This design comes from an exercise in tuning for small area on the open sky130 flow, not from production work. Only simulation tests tie the RTL to the original design; equivalence was not proved. Power and IR drop assume default switching activity.

== 07-10 ==
// cpu
module cpu (
    input         clk,
    input         reset,       
    input  [31:0] mem_rdata,   
    output [31:0] mem_addr,    
    output [31:0] mem_wdata,   
    output        mem_wr       
);
localparam [4:0]
    S_RST   = 5'd0,
    S_FETCH = 5'd1,
    S_DEC   = 5'd2,
    S_REXEC = 5'd3,
    S_RWB   = 5'd4,    
    S_NOP2  = 5'd5,    
    S_JR    = 5'd6,
    S_MDST  = 5'd7,
    S_WAIT  = 5'd8,
    S_IEXEC = 5'd9,
    S_BR    = 5'd10,
    S_LSADR = 5'd11,
    S_LWMEM = 5'd12,
    S_LDWB  = 5'd13,   
    S_SWMEM = 5'd14,
    S_LUI   = 5'd15,
    S_J     = 5'd16,
    S_JAL   = 5'd17,
    S_PUSHA = 5'd18,
    S_PUSHM = 5'd19,
    S_SPWB  = 5'd20,   
    S_POPA  = 5'd21,
    S_POPM  = 5'd22,
    S_EXC   = 5'd23,
    S_EXCF  = 5'd24;
reg  [4:0]  state;
reg  [31:0] PC, AO, IR, EPC;
reg         slt_q;
wire [5:0] op = IR[31:26];
wire [5:0] fn = IR[5:0];
wire [4:0] rs = IR[25:21];
wire [4:0] rt = IR[20:16];
wire [4:0] rd = IR[15:11];
  ...
Size in the first run: ~5,000 cells after synthesis, roughly 1,200 flip-flops, about 0.044 sq mm of cells after synthesis.
Settings: LEC_CHECK=0, CAP_MARGIN=20, CORE_MARGIN=2, CORE_UTILIZATION=55, PLACE_DENSITY=0.85, SLEW_MARGIN=20; clock period 20.0 ns.
standard.sh (not shown) runs the stock make flow with config.mk's settings and CLKGATE_MAP_FILE= SYNTH_SCRIPT=/design/flow/synth_recipe.tcl, a recipe that flattens the netlist after the stock synthesis.
==> flow/flow/run.sh <==
#!/bin/bash
here=$(pwd)
rm -rf scripts_mod
cp -r "$FLOW_HOME/scripts" scripts_mod
cp flow/abc_map.script scripts_mod/abc_speed.script
export SCRIPTS_DIR="$here/scripts_mod"
export BUFFER_PORTS_ARGS="-buffer_cell sky130_fd_sc_hd__buf_1"
export CTS_ARGS="-sink_clustering_enable -repair_clock_nets -dont_use_dummy_load -sink_clustering_size 25 -sink_clustering_max_diameter 120"
bash standard.sh > standard_flow.log 2>&1
==> flow/flow/abc_map.script <==
&get -n
&st
&dch -f
&nf -R 1000 -p -F 20 -A 20 -C 32
&st
&synch2
&nf -R 1000 -p -F 20 -A 20 -C 32
&put
topo
stime -c
dnsize -c
07-10 finished every step from synthesis to the final layout, and the layout passed the timing, DRC and antenna checks.
## Diff of input files: 11-24 against 07-10
-- flow/config.mk --
<<< 07-10, line 9
export CORE_MARGIN = 2
export CORE_UTILIZATION = 55
export PLACE_DENSITY = 0.85
export SLEW_MARGIN = 20
>>> 11-24, line 9
export CORE_MARGIN = 2
export CORE_UTILIZATION = 40
export PLACE_DENSITY = 0.6
export SLEW_MARGIN = 20
Notes after the runs:
11-24: done, clean on timing, DRC and antenna
Number of cells on the worst reg-to-reg path: 11-24 vs 07-10 down 4.1%
11-24 against 07-10: placement-stage worst setup slack -0.023 ns, number of filler cells placed in the layout +4,155, delay of the slowest cell on the worst path +0.07 ns.

* * *

run A:
Another version of the RTL of cpu (not shown whole).
Size in the first run: about 3600 cells after synthesis, roughly 1200 flip-flops, about 99 I/O pins, about 51000 um2 of cells after synthesis.
Design cpu, start of the top module:
module cpu (
    input         clk,
    input         reset,       
    input  [31:0] mem_rdata,   
    output [31:0] mem_addr,    
    output [31:0] mem_wdata,   
    output        mem_wr       
);
export LEC_CHECK = 0
export CAP_MARGIN = 20
export CORE_MARGIN = 2
export CORE_UTILIZATION = 40
export CTS_BUF_LIST = sky130_fd_sc_hd__clkbuf_4
export PLACE_DENSITY = 0.6
export SLEW_MARGIN = 20
create_clock -name core_clock -period 20.0 [get_ports {clk}]
run.sh (not shown) runs the stock make flow with config.mk's settings and CLKGATE_MAP_FILE= SYNTH_SCRIPT=/design/flow/synth_recipe.tcl, a recipe that flattens the netlist after the stock synthesis.
Stock flow here: none of the scripts above is used.
Relative to run A, the following input files were edited for run B:
Settings: changing PLACE_DENSITY from 0.6 to 0.75; changing CORE_UTILIZATION from 40 to 60.
--- outcome ---
A launch point of the critical path of state[1]$_DFF_PP0_ is what run A shows, while IR[26]$_DFFE_PP_ belongs to run B.
Summary — worst-case register-to-register setup slack, run B relative to run A: lower, by 700 ps.
Routed wire length came out lower on run B than on run A.
Run B -> run A: cell-internal power flat
Taking run A as the reference, in run B number of antenna violations at the first check in global routing now sits higher, non-clock buffer count up about 1.7%.
Net switching power of the design, run B vs run A: up by a few percent
Modified inputs, run C compared to run B
Settings: CTS_BUF_LIST: sky130_fd_sc_hd__clkbuf_4 -> unset; CORE_UTILIZATION: 60 -> 40; PLACE_DENSITY: 0.75 -> 0.6.
--- outcome ---
Against run B, run C reports a total power that is lower.
The hold slack on run C is in line with that on run B.
On clock-buffer cell count, the higher figure sits with run B, not run C.
Detailed-route wire length on metal 1, run C and run B: larger value in run C
Between run B and run C, the routed wire length does not differ in any meaningful way.
The run showing the smaller first-iteration DRC count is run C.

* * *

RTL: one of the versions met above, not the one the previous note started from.
Size in the first run: about 5000 cells after synthesis, about 1200 flip-flops, ~99 I/O pins.
clock: 20.0 ns
lec_check: 0
cap_margin: 20
core_margin: 2
core_utilization: 40
place_density: 0.6
slew_margin: 20
standard.sh (not shown) runs the stock make flow with config.mk's settings and CLKGATE_MAP_FILE= SYNTH_SCRIPT=/design/flow/synth_recipe.tcl, a recipe that flattens the netlist after the stock synthesis.
==> flow/flow/run.sh <==
#!/bin/bash
here=$(pwd)
rm -rf scripts_mod
cp -r "$FLOW_HOME/scripts" scripts_mod
cp flow/abc_map.script scripts_mod/abc_speed.script
export SCRIPTS_DIR="$here/scripts_mod"
export BUFFER_PORTS_ARGS="-buffer_cell sky130_fd_sc_hd__buf_1"
export CTS_ARGS="-sink_clustering_enable -repair_clock_nets -dont_use_dummy_load -sink_clustering_size 28 -sink_clustering_max_diameter 125"
bash standard.sh > standard_flow.log 2>&1
Scripts as last shown in full above: flow/flow/abc_map.script
Change:
==> flow/flow/run.sh (replaced) <==
#!/bin/bash
here=$(pwd)
rm -rf scripts_mod
cp -r "$FLOW_HOME/scripts" scripts_mod
cp flow/abc_map.script scripts_mod/abc_speed.script
export SCRIPTS_DIR="$here/scripts_mod"
export BUFFER_PORTS_ARGS="-buffer_cell sky130_fd_sc_hd__buf_1"
export CTS_ARGS="-sink_clustering_enable -repair_clock_nets -dont_use_dummy_load -sink_clustering_size 25 -sink_clustering_max_diameter 120"
bash standard.sh > standard_flow.log 2>&1
==> flow/flow/abc_map.script (replaced) <==
&get -n
&st
&dch -f
&nf -R 1000 -p -F 10 -A 10
&put
topo
stime -c
dnsize -c
=> The new run completed without violations; first-iteration DRC count decreases by a quarter to a third; setup slack gets better by 1.9 ns; fmax increases by about a fifth; final area increases slightly.

==> what the ideal ports hide <==
Ports are ideal in the flow. The routed layouts listed here were re-timed in OpenROAD. Step 1 (the two cells are an assumption about what drives the block):
set clk [get_ports {clk}]
set_driving_cell -lib_cell sky130_fd_sc_hd__clkbuf_16 $clk
set_driving_cell -lib_cell sky130_fd_sc_hd__buf_2 [delete_from_list [all_inputs] $clk]
Step 2 moves the port delays by t, midway between the first and last clock arrival at a register: inputs arrive t later, outputs are due t later. That takes back most of the time a late clock gives input paths. Three values: no drivers, after step 1, after step 2; two values: the first two.
run	shift t [ns]	setup WS [ns]	worst hold slack (ns)	latest minus earliest clock arrival (ns)	cell pins on the clock port's net
07-10	0.754	6.568 / 6.568 / 6.568	0.460 / 0.460 / 0.460	0.097 / 0.097	1
11-24	0.778	6.209 / 6.209 / 6.209	0.460 / 0.460 / 0.460	0.135 / 0.135	1
run A	1.271	8.725 / 8.661 / 9.610	0.461 / 0.461 / 0.461	0.143 / 0.143	1
run B	1.248	8.908 / 8.845 / 8.908	0.457 / 0.457 / 0.457	0.151 / 0.151	1
run C	0.796	9.324 / 9.255 / 9.689	0.460 / 0.460 / 0.460	0.053 / 0.052	1
the first run of note 3	0.766	6.250 / 6.250 / 6.250	0.462 / 0.462 / 0.462	0.060 / 0.059	1
the second run of note 3	0.752	8.163 / 8.163 / 8.163	0.459 / 0.459 / 0.459	0.057 / 0.058	1
After both steps every run listed still meets setup and hold.
